Source: an optimization exercise on an open RTL-to-GDS flow (aim: small area). Production flows keep margins and buffers that such runs may drop.
At most, simulation tests tie the RTL to the original design; equivalence was not proved.
The RTL of runs 1 and 4 was laid out without a check of its function.
Power figures rest on the tool's default switching activity, not on a simulated workload.

[design/flow/config.mk]
export PLATFORM = sky130hd
export DESIGN_NAME = froge_core
export DESIGN_NICKNAME = froge_core
export VERILOG_FILES = /design/flow/design.v
export SDC_FILE = /design/flow/constraint.sdc
export NUM_CORES = 4
export LEC_CHECK = 0
export ABC_AREA = 1
export CAP_MARGIN = 20
export CORE_MARGIN = 2
export CORE_UTILIZATION = 65
export SLEW_MARGIN = 20
[design/flow/constraint.sdc]
create_clock -name core_clock -period 20.0 [get_ports {clk}]
set_input_delay 4.0000 -clock core_clock [delete_from_list [all_inputs] [get_ports {clk}]]
set_output_delay 4.0000 -clock core_clock [all_outputs]
set_load 0.01 [all_outputs]
[design/flow/design.v]
module froge_core (
    input  logic       clk,
    input  logic       rst,           
    input  logic       frame,         
    input  logic [7:0] keycode,
    output logic [9:0] frog_x,
    output logic [9:0] frog_y,
    output logic [2:0] frog_dir,
    output logic       unpaused,
    output logic [7:0] lives,
    output logic [4:0] pads,
    output logic       dead,
    output logic       win,
    output logic [7:0] log_x
);
    logic [9:0] fx;           
    logic [5:0] fy;           
    logic       mxp, mxn;     
    logic       mlp, mln;     
    logic       myu, myd;     
    logic       cidle;        
    logic [3:0] cnt;          
    logic [2:0] dir;
    logic       unp, mres, lk0;
    logic       rl, ll;       
    logic [4:0] padr;
    logic [2:0] dc;           
    logic       hit;          
    logic       srow, brow, vrow;    
    logic [2:0] grow;                
    logic [6:0] vrw;                 
    logic [6:0] wrw;                 
    wire r6  = fy == 6'd6,  r9  = fy == 6'd9,  r12 = fy == 6'd12, r15 = fy == 6'd15;
    wire r18 = fy == 6'd18, r21 = fy == 6'd21, r33 = fy == 6'd33, r36 = fy == 6'd36;
    wire r39 = fy == 6'd39, r42 = fy == 6'd42, r45 = fy == 6'd45, r48 = fy == 6'd48;
    wire r51 = fy == 6'd51;
    assign srow = r6 | r12 | r21;
    assign brow = r9 | r15 | r18;
    assign vrow = r33 | r36 | r39 | r42 | r45 | r48 | r51;
    assign grow = r48 ? 3'd1 : r39 ? 3'd2 : r51 ? 3'd3 : r33 ? 3'd4 : r42 ? 3'd5 : 3'd0;
    assign vrw  = srow ? 7'd58 : brow ? 7'd26 : (r36 | r45) ? 7'd33 : r48 ? 7'd30 :
                  r39 ? 7'd50 : (r51 | r33) ? 7'd38 : r42 ? 7'd64 : 7'd0;
    assign wrw  = srow ? 7'd47 : brow ? 7'd94 : (r36 | r45) ? 7'd31 : r48 ? 7'd53 :
                  r39 ? 7'd35 : (r51 | r33) ? 7'd31 : r42 ? 7'd53 : 7'd0;
    logic [2:0] jj;
    logic [9:0] roff;
    always_comb begin
        roff = 10'd0;
        case ({fy, jj})
            {6'd6, 3'd0}:  roff = 10'd599;  {6'd6, 3'd1}:  roff = 10'd647;
            {6'd6, 3'd2}:  roff = 10'd0;    {6'd6, 3'd3}:  roff = 10'd96;
            {6'd6, 3'd4}:  roff = 10'd192;  {6'd6, 3'd5}:  roff = 10'd240;
            {6'd6, 3'd6}:  roff = 10'd288;  {6'd6, 3'd7}:  roff = 10'd432;
            {6'd12, 3'd0}: roff = 10'd599;  {6'd12, 3'd1}: roff = 10'd0;
            {6'd12, 3'd2}: roff = 10'd48;   {6'd12, 3'd3}: roff = 10'd96;
            {6'd12, 3'd4}: roff = 10'd144;  {6'd12, 3'd5}: roff = 10'd240;
            {6'd12, 3'd6}: roff = 10'd288;  {6'd12, 3'd7}: roff = 10'd432;
            {6'd21, 3'd0}: roff = 10'd48;   {6'd21, 3'd1}: roff = 10'd96;
            {6'd21, 3'd2}: roff = 10'd192;  {6'd21, 3'd3}: roff = 10'd240;
            {6'd21, 3'd4}: roff = 10'd336;  {6'd21, 3'd5}: roff = 10'd384;
            {6'd21, 3'd6}: roff = 10'd432;  {6'd21, 3'd7}: roff = 10'd480;
            {6'd9, 3'd0}:  roff = 10'd16;   {6'd9, 3'd1}:  roff = 10'd112;
            {6'd9, 3'd2}:  roff = 10'd304;  {6'd9, 3'd3}:  roff = 10'd304;
            {6'd15, 3'd0}: roff = 10'd112;  {6'd15, 3'd1}: roff = 10'd400;
            {6'd15, 3'd2}: roff = 10'd496;  {6'd15, 3'd3}: roff = 10'd496;
            {6'd18, 3'd0}: roff = 10'd64;   {6'd18, 3'd1}: roff = 10'd160;
            {6'd18, 3'd2}: roff = 10'd448;  {6'd18, 3'd3}: roff = 10'd448;
            {6'd36, 3'd0}: roff = 10'd16;   {6'd36, 3'd1}: roff = 10'd256;
            {6'd36, 3'd2}: roff = 10'd366;  {6'd36, 3'd3}: roff = 10'd486;
            {6'd45, 3'd0}: roff = 10'd46;   {6'd45, 3'd1}: roff = 10'd286;
            {6'd45, 3'd2}: roff = 10'd396;  {6'd45, 3'd3}: roff = 10'd494;
            {6'd48, 3'd0}: roff = 10'd36;   {6'd48, 3'd1}: roff = 10'd156;
            {6'd48, 3'd2}: roff = 10'd276;  {6'd48, 3'd3}: roff = 10'd396;
            {6'd39, 3'd0}: roff = 10'd176;  {6'd39, 3'd1}: roff = 10'd32;
            {6'd39, 3'd2}: roff = 10'd464;  {6'd39, 3'd3}: roff = 10'd320;
            {6'd51, 3'd0}: roff = 10'd436;  {6'd51, 3'd1}: roff = 10'd88;
            {6'd51, 3'd2}: roff = 10'd268;  {6'd51, 3'd3}: roff = 10'd268;
            {6'd33, 3'd0}: roff = 10'd124;  {6'd33, 3'd1}: roff = 10'd464;
            {6'd33, 3'd2}: roff = 10'd216;  {6'd33, 3'd3}: roff = 10'd216;
            {6'd42, 3'd0}: roff = 10'd49;   {6'd42, 3'd1}: roff = 10'd169;
            {6'd42, 3'd2}: roff = 10'd289;  {6'd42, 3'd3}: roff = 10'd409;
            default: ;
        endcase
    end
    logic [9:0] s;                   
    logic [5:0][9:0] ring;
    logic [2:0] ph;
    logic [2:0] rv;                  
    logic       adv, resf;
    wire  [9:0] tail = ring[5];
    wire        zero = rst | resf | mres;
    logic [9:0]  aa, ca, ma;
    logic [10:0] t;
    logic [11:0] t2;
    logic [9:0]  uk;
    always_comb begin
        if (rv == 3'd1) begin
            aa = tail;
            case (ph)
                3'd0: begin ca = 10'd1;   ma = 10'd681; end
                3'd1: begin ca = 10'd2;   ma = 10'd708; end
                3'd2: begin ca = 10'd2;   ma = 10'd676; end
                3'd3: begin ca = 10'd670; ma = 10'd671; end
                3'd4: begin ca = 10'd670; ma = 10'd672; end
                default: begin ca = 10'd695; ma = 10'd696; end
            endcase
        end else if (rv == 3'd0) begin
            aa = s; ca = 10'd694; ma = 10'd695;
        end else begin
            aa = srow ? s : tail;
            ca = roff;
            if (srow) ma = 10'd695;
            else case (grow)
                3'd0: ma = 10'd681;
                3'd1: ma = 10'd708;
                3'd2: ma = 10'd676;
                3'd3: ma = 10'd671;
                3'd4: ma = 10'd672;
                default: ma = 10'd696;
            endcase
        end
        t  = {1'b0, aa} + {1'b0, ca};
        t2 = {1'b0, t} - {2'b0, ma};
        uk = t2[11] ? t[9:0] : t2[9:0];
    end
    assign jj = srow ? {rv[0], ph[1:0]} : {1'b0, rv[1:0]};
    logic [11:0] e;
    logic        hitk, scan;
    always_comb begin
        e    = {2'b0, fx} + {5'b0, vrw} - {2'b0, uk};
        hitk = !e[11] && (e[10:0] <= {4'b0, wrw}) && (uk >= {3'b0, vrw});
        scan = srow ? (rv[2:1] == 2'b01 && !ph[2])
                    : ((brow | vrow) && (rv[2:1] == 2'b01 || rv[2:1] == 2'b10) && ph == grow);
    end
    always_ff @(posedge clk) begin
        ph <= (ph >= 3'd5) ? 3'd0 : ph + 3'd1;
        for (int i = 5; i > 0; i--) ring[i] <= ring[i-1];
        if (zero)                   ring[0] <= 10'd0;
        else if (adv && rv == 3'd1) ring[0] <= uk;
        else                        ring[0] <= tail;
        if (rst | mres)             s <= 10'd144;
        else if (adv && rv == 3'd0 && ph == 3'd5) s <= uk;
        if (rst | frame)            rv <= 3'd0;
        else if (ph == 3'd5 && rv != 3'd7) rv <= rv + 3'd1;
        if (rst)                    begin resf <= 1'b1; adv <= 1'b0; end
        else if (frame)             begin resf <= 1'b0; adv <= unp & ~mres; end
        if (rv[2:1] == 2'b00)       hit <= 1'b0;
        else if (scan && hitk)      hit <= 1'b1;
    end
    logic [9:0] xm;
    assign xm = (mxp ? 10'd24 : mxn ? 10'h3E8 : 10'd0) + (mlp ? 10'd1 : mln ? 10'h3FF : 10'd0);
    wire k0   = lk0;
    wire kp   = k0 && keycode == 8'h29;
    wire kr   = k0 && keycode == 8'h15;
    wire kR   = k0 && keycode == 8'h07 && unp;
    wire kL   = k0 && keycode == 8'h04 && unp;
    wire kD   = k0 && keycode == 8'h16 && unp;
    wire kU   = k0 && keycode == 8'h1A && unp;
    wire p1 = fx >= 10'd63  && fx <= 10'd90;
    wire p2 = fx >= 10'd178 && fx <= 10'd205;
    wire p3 = fx >= 10'd295 && fx <= 10'd323;
    wire p4 = fx >= 10'd411 && fx <= 10'd439;
    wire p5 = fx >= 10'd527 && fx <= 10'd555;
    wire padblk = (fx <= 10'd526) && !(p1 | p2 | p3 | p4);
    always_ff @(posedge clk) begin
        if (rst) begin
            mxp <= 1'b0; mxn <= 1'b0; mlp <= 1'b0; mln <= 1'b0; myu <= 1'b0; myd <= 1'b0;
            fy <= 6'd54; fx <= 10'd320; cidle <= 1'b1; cnt <= 4'd0; dir <= 3'd0;
            unp <= 1'b0; mres <= 1'b0; lk0 <= 1'b1;
        end else if (frame) begin
            if (dead || win || mres) begin
                mxp <= 1'b0; mxn <= 1'b0; mlp <= 1'b0; mln <= 1'b0; myu <= 1'b0; myd <= 1'b0;
                fy <= 6'd54; fx <= 10'd320; cidle <= 1'b1; dir <= 3'd0; mres <= 1'b0;
            end else begin
                lk0 <= (keycode == 8'h00);
                if (!cidle && cnt != 4'd0) cnt <= cnt - 4'd1;
                if (!cidle && cnt == 4'd0) begin dir <= dir ^ 3'b100; cidle <= 1'b1; end
                if (kp) unp <= ~unp;
                else if (kr) mres <= 1'b1;
                else if (kR) begin
                    cidle <= 1'b0; cnt <= 4'd15; dir <= 3'd5;
                    if (fx >= 10'd615) begin mxp <= 1'b0; mlp <= 1'b0; mln <= 1'b0; end
                    else begin mxp <= 1'b1; mlp <= rl; mln <= ll; end
                    mxn <= 1'b0; myu <= 1'b0; myd <= 1'b0;
                end else if (kL) begin
                    cidle <= 1'b0; cnt <= 4'd15; dir <= 3'd7;
                    if (fx < 10'd24 || fx >= 10'd663) begin mxn <= 1'b0; mlp <= 1'b0; mln <= 1'b0; end
                    else begin mxn <= 1'b1; mlp <= rl; mln <= ll; end
                    mxp <= 1'b0; myu <= 1'b0; myd <= 1'b0;
                end else if (kD) begin
                    cidle <= 1'b0; cnt <= 4'd15; dir <= 3'd6;
                    myd <= (fy != 6'd57); myu <= 1'b0;
                    mxp <= 1'b0; mxn <= 1'b0; mlp <= 1'b0; mln <= 1'b0;
                end else if (kU) begin
                    cidle <= 1'b0; cnt <= 4'd15; dir <= 3'd4;
                    myu <= !(fy == 6'd0 || (fy == 6'd6 && padblk)); myd <= 1'b0;
                    mxp <= 1'b0; mxn <= 1'b0; mlp <= 1'b0; mln <= 1'b0;
                end else if (!unp) begin
                    mxp <= 1'b0; mxn <= 1'b0; mlp <= 1'b0; mln <= 1'b0; myu <= 1'b0; myd <= 1'b0;
                end else begin
                    mxp <= 1'b0; mxn <= 1'b0; mlp <= rl; mln <= ll; myu <= 1'b0; myd <= 1'b0;
                end
                fx <= fx + xm;
                fy <= myd ? fy + 6'd3 : myu ? fy - 6'd3 : fy;
            end
        end
    end
    always_ff @(posedge clk) begin
        if (rst) begin
            dead <= 1'b0; win <= 1'b0; ll <= 1'b0; rl <= 1'b0; padr <= 5'd0; dc <= 3'd5;
        end else if (mres) begin
            padr <= 5'd0; dc <= 3'd5;
        end else if (frame && unp) begin
            if (dc == 3'd0) begin
                padr <= 5'd0; dc <= 3'd5;
            end else if (hit && vrow) begin
                dead <= 1'b1; rl <= 1'b0; ll <= 1'b0; win <= 1'b0; dc <= dc - 3'd1;
            end else if (hit && srow) begin
                dead <= 1'b0; rl <= 1'b0; ll <= 1'b1; win <= 1'b0;
            end else if (hit && brow) begin
                dead <= 1'b0; rl <= 1'b1; ll <= 1'b0; win <= 1'b0;
            end else if (fy >= 6'd24) begin
                dead <= 1'b0; rl <= 1'b0; ll <= 1'b0; win <= 1'b0;
            end else if (fy < 6'd6) begin
                if (p1 | p2 | p3 | p4 | p5) begin
                    dead <= 1'b0; rl <= 1'b0; ll <= 1'b0; win <= 1'b1;
                    padr <= padr | {p5, p4, p3, p2, p1};
                end
            end else begin
                dead <= 1'b1; rl <= 1'b0; ll <= 1'b0; win <= 1'b0; dc <= dc - 3'd1;
            end
        end
    end
    assign frog_x   = fx;
    assign frog_y   = {1'b0, fy, 3'b000};
    assign frog_dir = dir;
    assign unpaused = unp;
    assign lives    = {5'b0, dc};
    assign pads     = padr;
    assign log_x    = s[7:0] - 8'd48;
endmodule
[design/flow/flow/run.sh]
#!/bin/bash
# Layout flow: the standard synthesis; then the combinational logic is
# re-mapped for area by ABC (flip-flops and their names untouched) and proven
# equal to the standard netlist with yosys equiv; then the standard layout
# with single-drive port buffers and a clock tree of small buffers.
set -uo pipefail
export RESDIR=$PWD/orfs/results/sky130hd/froge_core/base
export BUFFER_PORTS_ARGS="-buffer_cell sky130_fd_sc_hd__buf_1"
export CTS_ARGS="-sink_clustering_enable -repair_clock_nets -dont_use_dummy_load -buf_list sky130_fd_sc_hd__clkbuf_8 -sink_clustering_size 16 -sink_clustering_max_diameter 50"
bash standard.sh synth > synth.log 2>&1 || exit 1
cp "$RESDIR/1_2_yosys.v" "$RESDIR/1_2_yosys_std.v"
if yosys -c flow/resyn.tcl > resyn.log 2>&1 && yosys -c flow/equiv.tcl > equiv.log 2>&1; then
  cp "$RESDIR/1_2_yosys_new.v" "$RESDIR/1_2_yosys.v"
  rm -f "$RESDIR/1_synth.odb" "$RESDIR/1_synth.sdc"
  echo "re-mapped netlist in use" >> resyn.log
else
  echo "re-mapping failed; standard netlist in use" >> resyn.log
fi
bash standard.sh > standard.log 2>&1
[design/flow/flow/equiv.tcl]
# Prove the re-mapped netlist equal to the standard synthesis, flip-flop by flip-flop.
yosys -import
set lib $::env(FLOW_HOME)/platforms/sky130hd/lib/sky130_fd_sc_hd__tt_025C_1v80.lib
set res $::env(RESDIR)
read_liberty -ignore_miss_func -ignore_miss_dir $lib
read_verilog $res/1_2_yosys_std.v
yosys rename froge_core gold
read_verilog $res/1_2_yosys_new.v
yosys rename froge_core gate
flatten gold gate
yosys rename -hide w:_*
opt_clean -purge
equiv_make gold gate equiv
hierarchy -top equiv
equiv_simple
equiv_status -assert
[design/flow/flow/resyn.abc]
strash
&get -n
&deepsyn -T 60
&put
dch -f
amap
mfs2
amap
topo
[design/flow/flow/resyn.tcl]
# Re-map the combinational logic of the standard synthesis for area; the
# flip-flops (kept as black boxes) and their names are left as they are.
yosys -import
set lib $::env(FLOW_HOME)/platforms/sky130hd/lib/sky130_fd_sc_hd__tt_025C_1v80.lib
set res $::env(RESDIR)
read_liberty -ignore_miss_func -ignore_miss_dir $lib
read_verilog $res/1_2_yosys_std.v
hierarchy -top froge_core
blackbox sky130_fd_sc_hd__dfxtp_1
flatten
hierarchy -top froge_core
opt_clean -purge
abc -liberty $lib -dont_use sky130_fd_sc_hd__lpflow_bleeder_1 -dont_use sky130_fd_sc_hd__lpflow_clkbufkapwr_1 -dont_use sky130_fd_sc_hd__lpflow_clkbufkapwr_16 -dont_use sky130_fd_sc_hd__lpflow_clkbufkapwr_2 -dont_use sky130_fd_sc_hd__lpflow_clkbufkapwr_4 -dont_use sky130_fd_sc_hd__lpflow_clkbufkapwr_8 -dont_use sky130_fd_sc_hd__lpflow_clkinvkapwr_1 -dont_use sky130_fd_sc_hd__lpflow_clkinvkapwr_16 -dont_use sky130_fd_sc_hd__lpflow_clkinvkapwr_2 -dont_use sky130_fd_sc_hd__lpflow_clkinvkapwr_4 -dont_use sky130_fd_sc_hd__lpflow_clkinvkapwr_8 -dont_use sky130_fd_sc_hd__lpflow_decapkapwr_12 -dont_use sky130_fd_sc_hd__lpflow_decapkapwr_3 -dont_use sky130_fd_sc_hd__lpflow_decapkapwr_4 -dont_use sky130_fd_sc_hd__lpflow_decapkapwr_6 -dont_use sky130_fd_sc_hd__lpflow_decapkapwr_8 -dont_use sky130_fd_sc_hd__lpflow_inputiso0n_1 -dont_use sky130_fd_sc_hd__lpflow_inputiso0p_1 -dont_use sky130_fd_sc_hd__lpflow_inputiso1n_1 -dont_use sky130_fd_sc_hd__lpflow_inputiso1p_1 -dont_use sky130_fd_sc_hd__lpflow_inputisolatch_1 -dont_use sky130_fd_sc_hd__lpflow_isobufsrc_1 -dont_use sky130_fd_sc_hd__lpflow_isobufsrc_16 -dont_use sky130_fd_sc_hd__lpflow_isobufsrc_2 -dont_use sky130_fd_sc_hd__lpflow_isobufsrc_4 -dont_use sky130_fd_sc_hd__lpflow_isobufsrc_8 -dont_use sky130_fd_sc_hd__lpflow_isobufsrckapwr_16 -dont_use sky130_fd_sc_hd__lpflow_lsbuf_lh_hl_isowell_tap_1 -dont_use sky130_fd_sc_hd__lpflow_lsbuf_lh_hl_isowell_tap_2 -dont_use sky130_fd_sc_hd__lpflow_lsbuf_lh_hl_isowell_tap_4 -dont_use sky130_fd_sc_hd__lpflow_lsbuf_lh_isowell_4 -dont_use sky130_fd_sc_hd__lpflow_lsbuf_lh_isowell_tap_1 -dont_use sky130_fd_sc_hd__lpflow_lsbuf_lh_isowell_tap_2 -dont_use sky130_fd_sc_hd__lpflow_lsbuf_lh_isowell_tap_4 -dont_use sky130_fd_sc_hd__probe_p_8 -dont_use sky130_fd_sc_hd__probec_p_8  -script flow/resyn.abc
opt_clean -purge
hilomap -singleton -hicell sky130_fd_sc_hd__conb_1 HI -locell sky130_fd_sc_hd__conb_1 LO
insbuf -buf sky130_fd_sc_hd__buf_1 A X
opt_clean -purge
tee -o resyn_stat.txt stat -liberty $lib
write_verilog -noattr -nohex -nodec $res/1_2_yosys_new.v
[design/flow/standard.sh]
#!/bin/bash
# synth_recipe.tcl (not shown) runs the flow's synth.tcl, then flattens the netlist and writes it again
# the make line also repeats each setting of config.mk as NAME=value (left out here)
make -C /OpenROAD-flow-scripts/flow DESIGN_CONFIG=/design/flow/config.mk WORK_HOME=/design/flow/orfs CLKGATE_MAP_FILE= SYNTH_SCRIPT=/design/flow/synth_recipe.tcl "${@:-finish}"
==> results of run 1 <==
-- critical path: cells and delay by family, from the launching register on --
kind,cells,cell delay [ns]
simple gates,25,3.99
compound gates,19,3.94
buf+inv,5,1.12
flops,1,0.60
-- flip-flops by register name, indices dropped and copies added (netlist names), 3 cells and up --
signal  count
fy          6
ph          3
dc          3
padr        5
rv          3
ring       60
s          10
fx         10
dir         3
cnt         4
-- metal layers --
layer  part of all wire [%]  vias to the layer above  GRT usage (%)
li1                       -                     3328              -
met1                     37                     3131           42.4
met2                     47                      461           62.6
met3                    9.9                      108           8.24
met4                    5.6                        0           25.0
met5                      0                        -              0
-- stage by stage --
stage               utilization, %  cells  hold WS, ns  power (mW)
CTS                           71.6   1112        0.292       0.414
finish                        71.8   1113        0.292       0.417
global placement              69.2   1095        0.310       0.264
floorplan                        -    950        0.310       0.260
global route                  71.8   1113        0.291       0.424
detailed placement            69.2   1095        0.314       0.264
-- final cells by class --
type                       count  area, um2
tap                          133        166
timing repair buffer          53        218
sequential                   124       2480
inverter                     129        484
fill                         774       2730
multi-input combinational    657       3370
clock buffer                  17        234
-- report_power, final --
part	internal [mW]	total, mW	switching (mW)
sequential	0.248	0.248	0.000251
combinational	0.00266	0.0121	0.00945
clock	0.0742	0.157	0.0826
-- worst min path at each step --
stage / startpoint / end / slack (ns) / cells after the start
after floorplan: ring[0] / ring[10] / 0.31 / 0
after global placement: ring[24] / ring[34] / 0.31 / 0
after detailed placement: ring[5] / ring[15] / 0.31 / 0
after CTS: ring[18] / ring[28] / 0.29 / 0
after global routing: ring[18] / ring[28] / 0.29 / 0
final: ring[18] / ring[28] / 0.29 / 0
==> summary.txt, run 1 <==
status timing/DRC/antenna clean; die area 10700 um2; Critical Path Sink hit; TritonCTS buffer count 17; RSZ-0062 raised after global routing false; Layout area overhead 7.82%; Core ar. 9680 um2; FF-to-FF path depth 49; Max stage delay cell, worst path dfxtp_1; PortBufs 48; final RePlAce weighted congestion 0.998; Placed Area 6700 um2; Period minus WS final 9.74 ns; total power density per cell area 60.0 nW/um2; GRT Total Usage 37.2%; CTS resizes 0; share of cells above drive strength 1 2.35%; clk slew on worst S/H paths 0.09 ns; cts hold-fix bufs 0; via count 7028; count of final hold-check violations 0; drt total wl 20300 um; Starting Density 66.6%; Setup CP Type reg2reg; yosys warns 1; clk root buf clkbuf_8; hpwl dp 15100 um; Longest Clk Path Bufs 2; first-pass GRT wire length 31900 um; Setup Fix Bufs, Post-CTS 0; R2R Path Start fy[1]; chip height 104 um; clk sink count 124; cell count after synthesis 942; finished layout cell area 6950 um2; DR iter-0 viols 702; HP Class reg2reg; Layout Nets 993; TritonCTS clock tree yes; Critical Path RT 20.37 ns; Most Frequent Cell on Critical Path nor2_1; Fin Setup TNS 0 ns; Mean Syn Cell Area 6.84 um2; Vias/cell 6.31; Final Skew 0.0346 ns; ant diodes 0; initial antenna violation count 0; Die Width 104 um; CP max stage delay 0.60 ns; TritonRoute pass-1 iters 7; clock latency (worst-skew pair) 0.47 ns; relative slew slack 43.2%; Place WS 10.74 ns; startpoint types flop; wire per inst 18.2 um; Post-Syn Area 6450 um2; max frequency 103 MHz; Final Cycle Share 48.7%; post-route ant nets 0; H-tree Lvls 4; final setup violation count 0; Max Slew Vio Count 0; maximum fanout along the worst path 11; largest net degree at the start of global routing 17; DR DRC count 0; final setup margin 10.26 ns; crit path DAT 10.11 ns; I/O pin count 58; leakage 2.38 nW; vias in the first global route 6728; max-cap violations 0; Crit. Startpoint fy[1]; most common cell after layout, fill and taps aside nor2_1; most frequent cells in the layout nor2_1, clkinv_1, dfxtp_1; Reg2Reg Capture Point hit; crit end category flop; Max VDD drop 0.0000598 V; slew at the pin closest to its max-slew limit 0.850 ns; GRT overflow 0; R2R setup slack 10.26 ns; # rows 36
==> inputs of run 2 (changes only) <==
--- a/design/flow/design.v
+++ b/design/flow/design.v
@@ -18,9 +18,10 @@
     logic       mxp, mxn;     
     logic       mlp, mln;     
     logic       myu, myd;     
-    logic       cidle;        
+    wire        cidle;        
     logic [3:0] cnt;          
     logic [2:0] dir;
+    assign cidle = ~dir[2];
     logic       unp, mres, lk0;
     logic       rl, ll;       
     logic [4:0] padr;
@@ -59,26 +60,26 @@
             {6'd21, 3'd2}: roff = 10'd192;  {6'd21, 3'd3}: roff = 10'd240;
             {6'd21, 3'd4}: roff = 10'd336;  {6'd21, 3'd5}: roff = 10'd384;
             {6'd21, 3'd6}: roff = 10'd432;  {6'd21, 3'd7}: roff = 10'd480;
-            {6'd9, 3'd0}:  roff = 10'd16;   {6'd9, 3'd1}:  roff = 10'd112;
-            {6'd9, 3'd2}:  roff = 10'd304;  {6'd9, 3'd3}:  roff = 10'd304;
-            {6'd15, 3'd0}: roff = 10'd112;  {6'd15, 3'd1}: roff = 10'd400;
-            {6'd15, 3'd2}: roff = 10'd496;  {6'd15, 3'd3}: roff = 10'd496;
-            {6'd18, 3'd0}: roff = 10'd64;   {6'd18, 3'd1}: roff = 10'd160;
-            {6'd18, 3'd2}: roff = 10'd448;  {6'd18, 3'd3}: roff = 10'd448;
-            {6'd36, 3'd0}: roff = 10'd16;   {6'd36, 3'd1}: roff = 10'd256;
-            {6'd36, 3'd2}: roff = 10'd366;  {6'd36, 3'd3}: roff = 10'd486;
-            {6'd45, 3'd0}: roff = 10'd46;   {6'd45, 3'd1}: roff = 10'd286;
-            {6'd45, 3'd2}: roff = 10'd396;  {6'd45, 3'd3}: roff = 10'd494;
-            {6'd48, 3'd0}: roff = 10'd36;   {6'd48, 3'd1}: roff = 10'd156;
-            {6'd48, 3'd2}: roff = 10'd276;  {6'd48, 3'd3}: roff = 10'd396;
-            {6'd39, 3'd0}: roff = 10'd176;  {6'd39, 3'd1}: roff = 10'd32;
-            {6'd39, 3'd2}: roff = 10'd464;  {6'd39, 3'd3}: roff = 10'd320;
-            {6'd51, 3'd0}: roff = 10'd436;  {6'd51, 3'd1}: roff = 10'd88;
-            {6'd51, 3'd2}: roff = 10'd268;  {6'd51, 3'd3}: roff = 10'd268;
-            {6'd33, 3'd0}: roff = 10'd124;  {6'd33, 3'd1}: roff = 10'd464;
-            {6'd33, 3'd2}: roff = 10'd216;  {6'd33, 3'd3}: roff = 10'd216;
-            {6'd42, 3'd0}: roff = 10'd49;   {6'd42, 3'd1}: roff = 10'd169;
-            {6'd42, 3'd2}: roff = 10'd289;  {6'd42, 3'd3}: roff = 10'd409;
+            {6'd9, 3'd0}:  roff = 10'd0;   {6'd9, 3'd1}:  roff = 10'd96;
+            {6'd9, 3'd2}:  roff = 10'd288;  {6'd9, 3'd3}:  roff = 10'd288;
+            {6'd15, 3'd0}: roff = 10'd96;  {6'd15, 3'd1}: roff = 10'd384;
+            {6'd15, 3'd2}: roff = 10'd480;  {6'd15, 3'd3}: roff = 10'd480;
+            {6'd18, 3'd0}: roff = 10'd48;   {6'd18, 3'd1}: roff = 10'd144;
+            {6'd18, 3'd2}: roff = 10'd432;  {6'd18, 3'd3}: roff = 10'd432;
+            {6'd36, 3'd0}: roff = 10'd0;   {6'd36, 3'd1}: roff = 10'd240;
+            {6'd36, 3'd2}: roff = 10'd350;  {6'd36, 3'd3}: roff = 10'd470;
+            {6'd45, 3'd0}: roff = 10'd30;   {6'd45, 3'd1}: roff = 10'd270;
+            {6'd45, 3'd2}: roff = 10'd380;  {6'd45, 3'd3}: roff = 10'd478;
+            {6'd48, 3'd0}: roff = 10'd0;   {6'd48, 3'd1}: roff = 10'd120;
+            {6'd48, 3'd2}: roff = 10'd240;  {6'd48, 3'd3}: roff = 10'd360;
+            {6'd39, 3'd0}: roff = 10'd144;  {6'd39, 3'd1}: roff = 10'd0;
+            {6'd39, 3'd2}: roff = 10'd432;  {6'd39, 3'd3}: roff = 10'd288;
+            {6'd51, 3'd0}: roff = 10'd348;  {6'd51, 3'd1}: roff = 10'd0;
+            {6'd51, 3'd2}: roff = 10'd180;  {6'd51, 3'd3}: roff = 10'd180;
+            {6'd33, 3'd0}: roff = 10'd0;  {6'd33, 3'd1}: roff = 10'd340;
+            {6'd33, 3'd2}: roff = 10'd92;  {6'd33, 3'd3}: roff = 10'd92;
+            {6'd42, 3'd0}: roff = 10'd0;   {6'd42, 3'd1}: roff = 10'd120;
+            {6'd42, 3'd2}: roff = 10'd240;  {6'd42, 3'd3}: roff = 10'd360;
             default: ;
         endcase
     end
@@ -88,6 +89,16 @@
     logic [2:0] rv;                  
     logic       adv, resf;
     wire  [9:0] tail = ring[5];
+    logic [9:0] rinit;
+    always_comb
+        case (ph)
+            3'd0: rinit = 10'd16;
+            3'd1: rinit = 10'd36;
+            3'd2: rinit = 10'd32;
+            3'd3: rinit = 10'd88;
+            3'd4: rinit = 10'd124;
+            default: rinit = 10'd49;
+        endcase
     wire        zero = rst | resf | mres;
     logic [9:0]  aa, ca, ma;
     logic [10:0] t;
@@ -135,7 +146,7 @@
     always_ff @(posedge clk) begin
         ph <= (ph >= 3'd5) ? 3'd0 : ph + 3'd1;
         for (int i = 5; i > 0; i--) ring[i] <= ring[i-1];
-        if (zero)                   ring[0] <= 10'd0;
+        if (zero)                   ring[0] <= rinit;
         else if (adv && rv == 3'd1) ring[0] <= uk;
         else                        ring[0] <= tail;
         if (rst | mres)             s <= 10'd144;
@@ -165,34 +176,34 @@
     always_ff @(posedge clk) begin
         if (rst) begin
             mxp <= 1'b0; mxn <= 1'b0; mlp <= 1'b0; mln <= 1'b0; myu <= 1'b0; myd <= 1'b0;
-            fy <= 6'd54; fx <= 10'd320; cidle <= 1'b1; cnt <= 4'd0; dir <= 3'd0;
+            fy <= 6'd54; fx <= 10'd320; cnt <= 4'd0; dir <= 3'd0;
             unp <= 1'b0; mres <= 1'b0; lk0 <= 1'b1;
         end else if (frame) begin
             if (dead || win || mres) begin
                 mxp <= 1'b0; mxn <= 1'b0; mlp <= 1'b0; mln <= 1'b0; myu <= 1'b0; myd <= 1'b0;
-                fy <= 6'd54; fx <= 10'd320; cidle <= 1'b1; dir <= 3'd0; mres <= 1'b0;
+                fy <= 6'd54; fx <= 10'd320; dir <= 3'd0; mres <= 1'b0;
             end else begin
                 lk0 <= (keycode == 8'h00);
                 if (!cidle && cnt != 4'd0) cnt <= cnt - 4'd1;
-                if (!cidle && cnt == 4'd0) begin dir <= dir ^ 3'b100; cidle <= 1'b1; end
+                if (!cidle && cnt == 4'd0) dir <= dir ^ 3'b100;
                 if (kp) unp <= ~unp;
                 else if (kr) mres <= 1'b1;
                 else if (kR) begin
-                    cidle <= 1'b0; cnt <= 4'd15; dir <= 3'd5;
+                    cnt <= 4'd15; dir <= 3'd5;
                     if (fx >= 10'd615) begin mxp <= 1'b0; mlp <= 1'b0; mln <= 1'b0; end
                     else begin mxp <= 1'b1; mlp <= rl; mln <= ll; end
                     mxn <= 1'b0; myu <= 1'b0; myd <= 1'b0;
                 end else if (kL) begin
-                    cidle <= 1'b0; cnt <= 4'd15; dir <= 3'd7;
+                    cnt <= 4'd15; dir <= 3'd7;
                     if (fx < 10'd24 || fx >= 10'd663) begin mxn <= 1'b0; mlp <= 1'b0; mln <= 1'b0; end
                     else begin mxn <= 1'b1; mlp <= rl; mln <= ll; end
                     mxp <= 1'b0; myu <= 1'b0; myd <= 1'b0;
                 end else if (kD) begin
-                    cidle <= 1'b0; cnt <= 4'd15; dir <= 3'd6;
+                    cnt <= 4'd15; dir <= 3'd6;
                     myd <= (fy != 6'd57); myu <= 1'b0;
                     mxp <= 1'b0; mxn <= 1'b0; mlp <= 1'b0; mln <= 1'b0;
                 end else if (kU) begin
-                    cidle <= 1'b0; cnt <= 4'd15; dir <= 3'd4;
+                    cnt <= 4'd15; dir <= 3'd4;
                     myu <= !(fy == 6'd0 || (fy == 6'd6 && padblk)); myd <= 1'b0;
                     mxp <= 1'b0; mxn <= 1'b0; mlp <= 1'b0; mln <= 1'b0;
                 end else if (!unp) begin
--- a/design/flow/flow/run.sh
+++ b/design/flow/flow/run.sh
@@ -6,7 +6,7 @@
 set -uo pipefail
 export RESDIR=$PWD/orfs/results/sky130hd/froge_core/base
 export BUFFER_PORTS_ARGS="-buffer_cell sky130_fd_sc_hd__buf_1"
-export CTS_ARGS="-sink_clustering_enable -repair_clock_nets -dont_use_dummy_load -buf_list sky130_fd_sc_hd__clkbuf_8 -sink_clustering_size 16 -sink_clustering_max_diameter 50"
+export CTS_ARGS="-sink_clustering_enable -repair_clock_nets -dont_use_dummy_load -root_buf sky130_fd_sc_hd__clkbuf_8 -buf_list sky130_fd_sc_hd__clkbuf_4 -sink_clustering_size 12 -sink_clustering_max_diameter 40"
 bash standard.sh synth > synth.log 2>&1 || exit 1
 cp "$RESDIR/1_2_yosys.v" "$RESDIR/1_2_yosys_std.v"
 if yosys -c flow/resyn.tcl > resyn.log 2>&1 && yosys -c flow/equiv.tcl > equiv.log 2>&1; then
==> summary.txt, run 2 <==
count of final hold-check violations 0; Final Cycle Share 53.6%; most common cell after layout, fill and taps aside nor2_1; leakage 2.31 nW; Setup Fix Bufs, Post-CTS 0; final setup violation count 0; Regs by FF count ring x60, fx x10, s x10; vias in the first global route 6458; die area 10500 um2; clock share of power 24.7%; # rows 36; Max VDD drop 0.0000579 V; cts hold-fix bufs 0; power share of the combinational group 23.2%; Post-Syn Area 6330 um2; post-route ant nets 0; wire per inst 17.7 um; total power density per cell area 71.4 nW/um2; Core ar. 9590 um2; Vias/cell 6.28; cell count after synthesis 917; slew at the pin closest to its max-slew limit 1.05 ns; hpwl dp 14500 um; Net Sw Frac 32.5%; yosys warns 1; GRT Total Usage 37.4%; max FFs per register 60; GRT overflow 0; Longest Clk Path Bufs 2; max frequency 93.2 MHz; maximum fanout along the worst path 8; via count 6810; DR iter-0 viols 671; Period minus WS final 10.73 ns; crit path DAT 10.98 ns; first-pass GRT wire length 30300 um; final RePlAce weighted congestion 1.04; PortBufs 48; Crit. Startpoint fy[0]; sequential share of power 52.1%; TritonCTS buffer count 17; Final Skew 0.0418 ns; crit end category flop; TritonRoute pass-1 iters 9; Starting Density 65.9%; relative slew slack 29.6%; RSZ-0062 raised after global routing false; clk slew on worst S/H paths 0.10 ns; status timing/DRC/antenna clean; Critical Path RT 20.26 ns; Power Total 478 uW; DR DRC count 0; drt total wl 19200 um; ant diodes 0; I/O pin count 58; internal power 323 uW; initial antenna violation count 0; Fin Setup TNS 0 ns; hold_sp ring[28]; share of cells above drive strength 1 2.00%; R2R Path Start fy[0]; H-tree Lvls 4; chip height 103 um; max-cap violations 0; Die Width 103 um; TritonCTS clock tree yes; Most Frequent Cell on Critical Path nor2_1; CP max stage delay 0.46 ns; largest net degree at the start of global routing 17; Layout Nets 965; Biggest register ring; Max stage delay cell, worst path o22ai_1; clk root buf clkbuf_8; HP Class reg2reg; Layout area overhead 5.93%; Switch Pwr 156 uW; most frequent cells in the layout nor2_1, clkinv_1, dfxtp_1; clock latency (worst-skew pair) 0.44 ns; Setup CP Type reg2reg; Mean Syn Cell Area 6.90 um2; CTS resizes 0; clk sink count 123; Max Slew Vio Count 0; startpoint types flop
## run 2: area by class of cell
class / count / area (um2)
tap: 133 / 166
inverter: 132 / 495
sequential: 123 / 2460
multi-input combinational: 630 / 3250
fill: 800 / 2890
clock buffer: 17 / 134
timing repair buffer: 50 / 195
## run 2: worst paths after layout
path | endpoint | slack (ns) | depth (start not counted)
setup / recovery | hit | 9.27 | 57
hold / removal | ring[38] | 0.30 | 0
setup reg to reg | hit | 9.27 | 57
hold reg to reg | ring[38] | 0.30 | 0
## run 2: per-stage QoR
stage | instance area, um2 | setup slack [ns] | hold slack [ns] | util, % | std cells
floorplan | 6360 | 11.24 | 0.310 | - | 925
global placement | 6570 | 10.35 | 0.310 | 68.5 | 1068
detailed placement | 6570 | 9.81 | 0.312 | 68.5 | 1068
CTS | 6700 | 9.74 | 0.304 | 69.9 | 1085
global route | 6700 | 8.17 | 0.305 | 69.9 | 1085
finish | 6700 | 9.27 | 0.301 | 69.9 | 1085
## run 2: worst max-delay path, delay by kind of cell, from the launching register on
kind / cells / cell delay (ns)
DFF: 1 / 0.44
buffers and inverters: 8 / 1.55
AOI/OAI and AO/OA: 22 / 4.72
and+or+nand+nor: 27 / 3.84
## run 2: routing by layer
layer  global-route usage, %  vias up  wire length, um
met1                    43.6     3023             7410
met2                    63.2      442             9120
met3                    7.25      110             1590
met4                    23.0        0             1040
li1                        -     3235                -
met5                       0        -                0
## run 2: power groups by stage
stage | Sequential (mW) | Combinational [mW] | Clock, mW
after floorplan | 0.254 | 0.0826 | 0
after global placement | 0.255 | 0.103 | 0
after detailed placement | 0.255 | 0.106 | 0
after CTS | 0.249 | 0.107 | 0.118
after global routing | 0.250 | 0.123 | 0.126
final | 0.249 | 0.111 | 0.118
==> inputs of run 3 (changes only) <==
--- a/design/flow/flow/run.sh
+++ b/design/flow/flow/run.sh
@@ -6,7 +6,7 @@
 set -uo pipefail
 export RESDIR=$PWD/orfs/results/sky130hd/froge_core/base
 export BUFFER_PORTS_ARGS="-buffer_cell sky130_fd_sc_hd__buf_1"
-export CTS_ARGS="-sink_clustering_enable -repair_clock_nets -dont_use_dummy_load -root_buf sky130_fd_sc_hd__clkbuf_8 -buf_list sky130_fd_sc_hd__clkbuf_4 -sink_clustering_size 12 -sink_clustering_max_diameter 40"
+export CTS_ARGS="-sink_clustering_enable -repair_clock_nets -dont_use_dummy_load -buf_list sky130_fd_sc_hd__clkbuf_4 -sink_clustering_size 8 -sink_clustering_max_diameter 30"
 bash standard.sh synth > synth.log 2>&1 || exit 1
 cp "$RESDIR/1_2_yosys.v" "$RESDIR/1_2_yosys_std.v"
 if yosys -c flow/resyn.tcl > resyn.log 2>&1 && yosys -c flow/equiv.tcl > equiv.log 2>&1; then
==> summary.txt, run 3 <==
RSZ-0062 raised after global routing false; Period minus WS final 10.62 ns; chip height 103 um; Reg2Reg Capture Point hit; total power density per cell area 70.9 nW/um2; Starting Density 65.9%; maximum fanout along the worst path 8; crit end category flop; crit path DAT 10.99 ns; Mean Syn Cell Area 6.90 um2; Max stage delay cell, worst path o22ai_1; startpoint types flop; Placed Area 6570 um2; first-pass GRT wire length 30400 um; status timing/DRC/antenna clean; share of cells above drive strength 1 2.00%; Place WS 9.81 ns; Setup CP Type reg2reg; Most Frequent Cell on Critical Path nor2_1; Core ar. 9590 um2; max FFs per register 60; post-route ant nets 0; TritonRoute pass-1 iters 8; PortBufs 48; clk slew on worst S/H paths 0.09 ns; max-cap violations 0; wire per inst 17.6 um; Max VDD drop 0.0000576 V; Layout Nets 965; Post-Syn Area 6330 um2; Final Cycle Share 53.1%; FF-to-FF path depth 59; clk sink count 123; Hold Path Sink ring[38]; clock latency (worst-skew pair) 0.54 ns; CP max stage delay 0.47 ns; DR DRC count 0; most common cell after layout, fill and taps aside nor2_1; hold path depth 0; Critical Path RT 20.37 ns; finished layout cell area 6700 um2; Die Width 103 um; # rows 36; Power Total 474 uW; clk root buf clkbuf_4; initial antenna violation count 0; DR iter-0 viols 729; via count 6785; relative slew slack 29.5%; CTS resizes 0; GRT Total Usage 37.5%; most frequent cells in the layout nor2_1, clkinv_1, dfxtp_1; hpwl dp 14500 um; count of final hold-check violations 0; HP Class reg2reg; drt total wl 19100 um; final setup margin 9.38 ns; TritonCTS clock tree yes; TritonCTS buffer count 17; largest net degree at the start of global routing 17; GRT overflow 0; leakage 2.31 nW; cell count after synthesis 917; R2R setup slack 9.38 ns; hold_sp ring[28]; Longest Clk Path Bufs 2; vias in the first global route 6472; Max Slew Vio Count 0; worst hold slack 0.305 ns; final setup violation count 0; Layout area overhead 5.83%; slew at the pin closest to its max-slew limit 1.05 ns; cts hold-fix bufs 0; Biggest register ring; ant diodes 0; R2R Path Start fy[1]; Fin Setup TNS 0 ns; H-tree Lvls 4; Setup Fix Bufs, Post-CTS 0; max frequency 94.2 MHz; I/O pin count 58; final RePlAce weighted congestion 1.04; Regs by FF count ring x60, fx x10, s x10; Vias/cell 6.25; yosys warns 1; die area 10500 um2; Final Skew 0.0365 ns
## run 3: how the worst max path moves through the flow
stage | startpoint | endpoint | cells after the start
floorplan | fy[5] | hit | 53
global placement | fy[1] | hit | 59
detailed placement | fy[1] | hit | 59
CTS | fy[1] | hit | 59
global route | fy[1] | hit | 59
finish | fy[1] | hit | 59
## run 3: final cells by class
type                       instances  area, um2
inverter                         132        495
tap                              133        166
fill                             799       2900
multi-input combinational        630       3250
timing repair buffer              50        195
sequential                       123       2460
clock buffer                      17        128
## run 3: through the flow
| stage | instances | utilization, % |
|---|---|---|
| after floorplan | 925 | - |
| after global placement | 1068 | 68.5 |
| after detailed placement | 1068 | 68.5 |
| after CTS | 1085 | 69.8 |
| after global routing | 1085 | 69.8 |
| final | 1085 | 69.8 |
## run 3: critical path, delay by kind of cell, from the launching register on
| kind | cells | cell delay, ns |
|---|---|---|
| buffers and inverters | 8 | 1.41 |
| and+or+nand+nor | 27 | 3.53 |
| DFF | 1 | 0.39 |
| AOI/OAI and AO/OA | 24 | 5.08 |
## run 3: power breakdown
part | internal, mW | leakage (nW) | switching (mW)
Clock | 0.0387 | 0.0782 | 0.0755
Sequential | 0.247 | 0.995 | 0.00229
Combinational | 0.0341 | 1.24 | 0.0768
Total | 0.320 | 2.31 | 0.155
## run 3: routing by layer
layer | GRT usage [%] | wire length (um) | vias to the layer above
met5 | 0 | 0 | -
met4 | 23.6 | 1040 | 0
met3 | 7.46 | 1840 | 107
met2 | 63.4 | 9130 | 450
met1 | 43.3 | 7120 | 3002
li1 | - | - | 3226
==> inputs of run 4 (changes only) <==
--- a/design/flow/design.v
+++ b/design/flow/design.v
@@ -144,7 +144,7 @@
                     : ((brow | vrow) && (rv[2:1] == 2'b01 || rv[2:1] == 2'b10) && ph == grow);
     end
     always_ff @(posedge clk) begin
-        ph <= (ph >= 3'd5) ? 3'd0 : ph + 3'd1;
+        ph <= (rst || ph >= 3'd5) ? 3'd0 : ph + 3'd1;
         for (int i = 5; i > 0; i--) ring[i] <= ring[i-1];
         if (zero)                   ring[0] <= rinit;
         else if (adv && rv == 3'd1) ring[0] <= uk;
==> design/flow/flow/run.sh (replaced) <==
#!/bin/bash
# Layout flow: the standard synthesis; then the combinational logic is
# re-mapped for area by ABC with four random seeds in parallel (flip-flops and
# their names untouched), each result proven equal to the standard netlist with
# yosys equiv, and the smallest proven one kept; then the standard layout
# with single-drive port buffers and a clock tree of small buffers.
set -uo pipefail
export RESDIR=$PWD/orfs/results/sky130hd/froge_core/base
export BUFFER_PORTS_ARGS="-buffer_cell sky130_fd_sc_hd__buf_1"
export CTS_ARGS="-sink_clustering_enable -repair_clock_nets -dont_use_dummy_load -buf_list sky130_fd_sc_hd__clkbuf_4 -sink_clustering_size 8 -sink_clustering_max_diameter 30"
bash standard.sh synth > synth.log 2>&1 || exit 1
cp "$RESDIR/1_2_yosys.v" "$RESDIR/1_2_yosys_std.v"
for S in 1 2 3 4; do
  mkdir -p resyn$S
  sed "s/SEED/$S/" flow/resyn.abc > resyn$S/resyn.abc
  RESYN_OUT=$PWD/resyn$S yosys -c flow/resyn.tcl > resyn$S/resyn.log 2>&1 &
done
wait
best=""; bestarea=""
for S in 1 2 3 4; do
  if [ -f resyn$S/1_2_yosys_new.v ] && RESYN_OUT=$PWD/resyn$S yosys -c flow/equiv.tcl > resyn$S/equiv.log 2>&1; then
    a=$(awk '/Chip area/ {print $NF}' resyn$S/stat.txt | tail -1)
    if [ -z "$best" ] || awk -v a="$a" -v b="$bestarea" 'BEGIN{exit !(a < b)}'; then best=$S; bestarea=$a; fi
  fi
done
if [ -n "$best" ]; then
  cp resyn$best/1_2_yosys_new.v "$RESDIR/1_2_yosys.v"
  rm -f "$RESDIR/1_synth.odb" "$RESDIR/1_synth.sdc"
  echo "re-mapped netlist of seed $best in use, area $bestarea" > resyn.log
else
  echo "no re-mapped netlist proven; standard netlist in use" > resyn.log
fi
bash standard.sh > standard.log 2>&1
==> design/flow/flow/equiv.tcl (replaced) <==
# Prove the re-mapped netlist equal to the standard synthesis, flip-flop by flip-flop.
yosys -import
set lib $::env(FLOW_HOME)/platforms/sky130hd/lib/sky130_fd_sc_hd__tt_025C_1v80.lib
read_liberty -ignore_miss_func -ignore_miss_dir $lib
read_verilog $::env(RESDIR)/1_2_yosys_std.v
yosys rename froge_core gold
read_verilog $::env(RESYN_OUT)/1_2_yosys_new.v
yosys rename froge_core gate
flatten gold gate
yosys rename -hide w:_*
opt_clean -purge
equiv_make gold gate equiv
hierarchy -top equiv
equiv_simple
equiv_status -assert
==> design/flow/flow/resyn.abc (replaced) <==
strash
&get -n
&deepsyn -T 60 -S SEED
&put
dch -f
amap
mfs2
amap
topo
==> design/flow/flow/resyn.tcl (replaced) <==
# Re-map the combinational logic of the standard synthesis for area; the
# flip-flops (kept as black boxes) and their names are left as they are.
yosys -import
set lib $::env(FLOW_HOME)/platforms/sky130hd/lib/sky130_fd_sc_hd__tt_025C_1v80.lib
set out $::env(RESYN_OUT)
read_liberty -ignore_miss_func -ignore_miss_dir $lib
read_verilog $::env(RESDIR)/1_2_yosys_std.v
hierarchy -top froge_core
blackbox sky130_fd_sc_hd__dfxtp_1
flatten
hierarchy -top froge_core
opt_clean -purge
abc -liberty $lib -dont_use sky130_fd_sc_hd__lpflow_bleeder_1 -dont_use sky130_fd_sc_hd__lpflow_clkbufkapwr_1 -dont_use sky130_fd_sc_hd__lpflow_clkbufkapwr_16 -dont_use sky130_fd_sc_hd__lpflow_clkbufkapwr_2 -dont_use sky130_fd_sc_hd__lpflow_clkbufkapwr_4 -dont_use sky130_fd_sc_hd__lpflow_clkbufkapwr_8 -dont_use sky130_fd_sc_hd__lpflow_clkinvkapwr_1 -dont_use sky130_fd_sc_hd__lpflow_clkinvkapwr_16 -dont_use sky130_fd_sc_hd__lpflow_clkinvkapwr_2 -dont_use sky130_fd_sc_hd__lpflow_clkinvkapwr_4 -dont_use sky130_fd_sc_hd__lpflow_clkinvkapwr_8 -dont_use sky130_fd_sc_hd__lpflow_decapkapwr_12 -dont_use sky130_fd_sc_hd__lpflow_decapkapwr_3 -dont_use sky130_fd_sc_hd__lpflow_decapkapwr_4 -dont_use sky130_fd_sc_hd__lpflow_decapkapwr_6 -dont_use sky130_fd_sc_hd__lpflow_decapkapwr_8 -dont_use sky130_fd_sc_hd__lpflow_inputiso0n_1 -dont_use sky130_fd_sc_hd__lpflow_inputiso0p_1 -dont_use sky130_fd_sc_hd__lpflow_inputiso1n_1 -dont_use sky130_fd_sc_hd__lpflow_inputiso1p_1 -dont_use sky130_fd_sc_hd__lpflow_inputisolatch_1 -dont_use sky130_fd_sc_hd__lpflow_isobufsrc_1 -dont_use sky130_fd_sc_hd__lpflow_isobufsrc_16 -dont_use sky130_fd_sc_hd__lpflow_isobufsrc_2 -dont_use sky130_fd_sc_hd__lpflow_isobufsrc_4 -dont_use sky130_fd_sc_hd__lpflow_isobufsrc_8 -dont_use sky130_fd_sc_hd__lpflow_isobufsrckapwr_16 -dont_use sky130_fd_sc_hd__lpflow_lsbuf_lh_hl_isowell_tap_1 -dont_use sky130_fd_sc_hd__lpflow_lsbuf_lh_hl_isowell_tap_2 -dont_use sky130_fd_sc_hd__lpflow_lsbuf_lh_hl_isowell_tap_4 -dont_use sky130_fd_sc_hd__lpflow_lsbuf_lh_isowell_4 -dont_use sky130_fd_sc_hd__lpflow_lsbuf_lh_isowell_tap_1 -dont_use sky130_fd_sc_hd__lpflow_lsbuf_lh_isowell_tap_2 -dont_use sky130_fd_sc_hd__lpflow_lsbuf_lh_isowell_tap_4 -dont_use sky130_fd_sc_hd__probe_p_8 -dont_use sky130_fd_sc_hd__probec_p_8  -script $out/resyn.abc
opt_clean -purge
hilomap -singleton -hicell sky130_fd_sc_hd__conb_1 HI -locell sky130_fd_sc_hd__conb_1 LO
insbuf -buf sky130_fd_sc_hd__buf_1 A X
opt_clean -purge
tee -o $out/stat.txt stat -liberty $lib
write_verilog -noattr -nohex -nodec $out/1_2_yosys_new.v
==> summary.txt, run 4 <==
largest net degree at the start of global routing 17; Max Slew Vio Count 0; Setup CP Type reg2reg; Placed Area 6730 um2; Starting Density 66.7%; Period minus WS final 11.74 ns; chip height 104 um; via count 7098; Longest Clk Path Bufs 2; Fin Setup TNS 0 ns; max FFs per register 60; Mean Syn Cell Area 6.94 um2; initial antenna violation count 0; Layout Nets 982; clk root buf clkbuf_4; clk sink count 123; Most Frequent Cell on Critical Path nor2_1; drt total wl 20100 um; final RePlAce weighted congestion 1.01; final setup violation count 0; post-route ant nets 0; R2R setup slack 8.26 ns; WP buf/inv 6; Setup Fix Bufs, Post-CTS 0; GRT Total Usage 37.1%; hold_sp ring[35]; FF-to-FF path depth 49; vias in the first global route 6624; Layout area overhead 5.69%; CP max stage delay 0.81 ns; TritonRoute pass-1 iters 6; first-pass GRT wire length 32300 um; Biggest register ring; hpwl dp 15200 um; yosys warns 1; wire per inst 18.2 um; TritonCTS clock tree yes; CP delay by family, top compound AO/OA/AOI/OAI gates; Die Width 104 um; DR DRC count 0; startpoint types flop; Reg2Reg Capture Point hit; Core ar. 9730 um2; most common cell after layout, fill and taps aside nor2_1; hold path depth 0; most frequent cells in the layout nor2_1, clkinv_1, dfxtp_1; crit path DAT 12.13 ns; R2R Path Start fy[2]; clk slew on worst S/H paths 0.09 ns; slew at the pin closest to its max-slew limit 1.06 ns; Vias/cell 6.44; RSZ-0062 raised after global routing false; HP Class reg2reg; count of final hold-check violations 0; total power density per cell area 59.7 nW/um2; CTS resizes 0; leakage 2.42 nW; TritonCTS buffer count 17; Post-Syn Area 6490 um2; DR iter-0 viols 854; Max stage delay cell, worst path o22ai_1; Max VDD drop 0.0000624 V; cell count after synthesis 934; GRT overflow 0; I/O pin count 58; ant diodes 0; relative slew slack 27.7%; Critical Path RT 20.39 ns; crit end category flop; Hold Path Sink ring[45]; clock latency (worst-skew pair) 0.54 ns; PortBufs 48; share of cells above drive strength 1 1.96%; Final Cycle Share 58.7%; finished layout cell area 6860 um2; max frequency 85.2 MHz; status timing/DRC/antenna clean; die area 10800 um2; Regs by FF count ring x60, fx x10, s x10; maximum fanout along the worst path 12; H-tree Lvls 4; # rows 36; Final Skew 0.0407 ns; cts hold-fix bufs 0; max-cap violations 0
==> run 4: changes by cell type in the layout (fill, tap and decap cells not counted), moves of 5 or more <==
cell,previous run,this run
o21ai_0,88,67
nor3_1,29,46
o22ai_1,34,45
clkinv_1,132,123
or2_0,7,16
a21oi_1,62,55
o211ai_1,2,8
o21a_1,8,14
or3_1,6,11
or4_1,6,1
==> run 4: where the power goes <==
group	total, mW	leakage (nW)	internal, mW	switching (mW)
combinational	0.0317	1.35	0.00874	0.0230
sequential	0.260	1.00	0.255	0.00457
clock	0.118	0.0782	0.0387	0.0788
==> run 4: area by class of cell <==
type	count	area (um2)
clock buffers	17	128
fillers	853	2870
inverters	123	462
multi-input cells	656	3440
flip-flops and latches	123	2460
well taps	133	166
repair buffers	50	195
==> run 4: through the flow <==
stage          instances  power, mW  util (%)  setup slack, ns  hold slack, ns
2_1_floorplan        942      0.284         -            11.05           0.310
3_3_place_gp        1085      0.294      69.1             9.49           0.310
3_5_place_dp        1085      0.295      69.1             8.87           0.312
4_1_cts             1102      0.408      70.5             8.77           0.325
5_1_grt             1102      0.422      70.5             7.27           0.326
6_report            1102      0.409      70.5             8.26           0.323
==> run 4: worst max path at each step <==
stage          startpoint  end  slack, ns  cells after the start
6_report            fy[2]  hit       8.26                     49
5_1_grt             fy[2]  hit       7.27                     53
4_1_cts             fy[2]  hit       8.77                     49
3_5_place_dp        fy[2]  hit       8.87                     49
3_3_place_gp        fy[2]  hit       9.49                     52
2_1_floorplan       fy[2]  hit      11.05                     52
==> run 4: per-layer routing <==
metal | up-vias | track usage, % | share of wire [%]
met5 | - | 0 | 0
met4 | 0 | 22.6 | 6.4
met3 | 123 | 7.08 | 10
met2 | 497 | 60.1 | 45
met1 | 3156 | 45.7 | 39
li1 | 3322 | - | -
==> run 4: worst register-to-register path, delay by kind of cell, from the launching register on <==
family | cells | cell delay [ns]
buf+inv | 6 | 1.61
simple gates | 21 | 3.87
compound gates | 22 | 5.53
flops | 1 | 0.59

==> static timing again, ports no longer ideal <==
Ports are ideal in the flow. The routed layouts listed here were re-timed in OpenROAD. Step 1, drivers: a clkbuf_16 drives clk and a buf_2 each remaining input, both assumed. Step 2 times the ports against the registers' clock, not the clock port: input delays grow and output delays shrink by t, the midpoint of the rising clock arrivals with the driver on. Slacks: no drivers / after step 1 / after step 2; pairs: no drivers / after step 1.
run	t (ns)	slack for setup (ns)	clock arrival spread, ns	worst register clock-pin slew, ns	pins driven straight from the clock port
run 1	0.488	10.263 / 10.263 / 10.263	0.035 / 0.035	0.09 / 0.09	1
run 2	0.452	9.273 / 9.273 / 9.273	0.042 / 0.042	0.11 / 0.11	1
run 3	0.561	9.380 / 9.380 / 9.380	0.037 / 0.037	0.11 / 0.11	1
run 4	0.554	8.262 / 8.262 / 8.262	0.041 / 0.041	0.12 / 0.12	1
After both steps setup and hold are still met in every run listed.
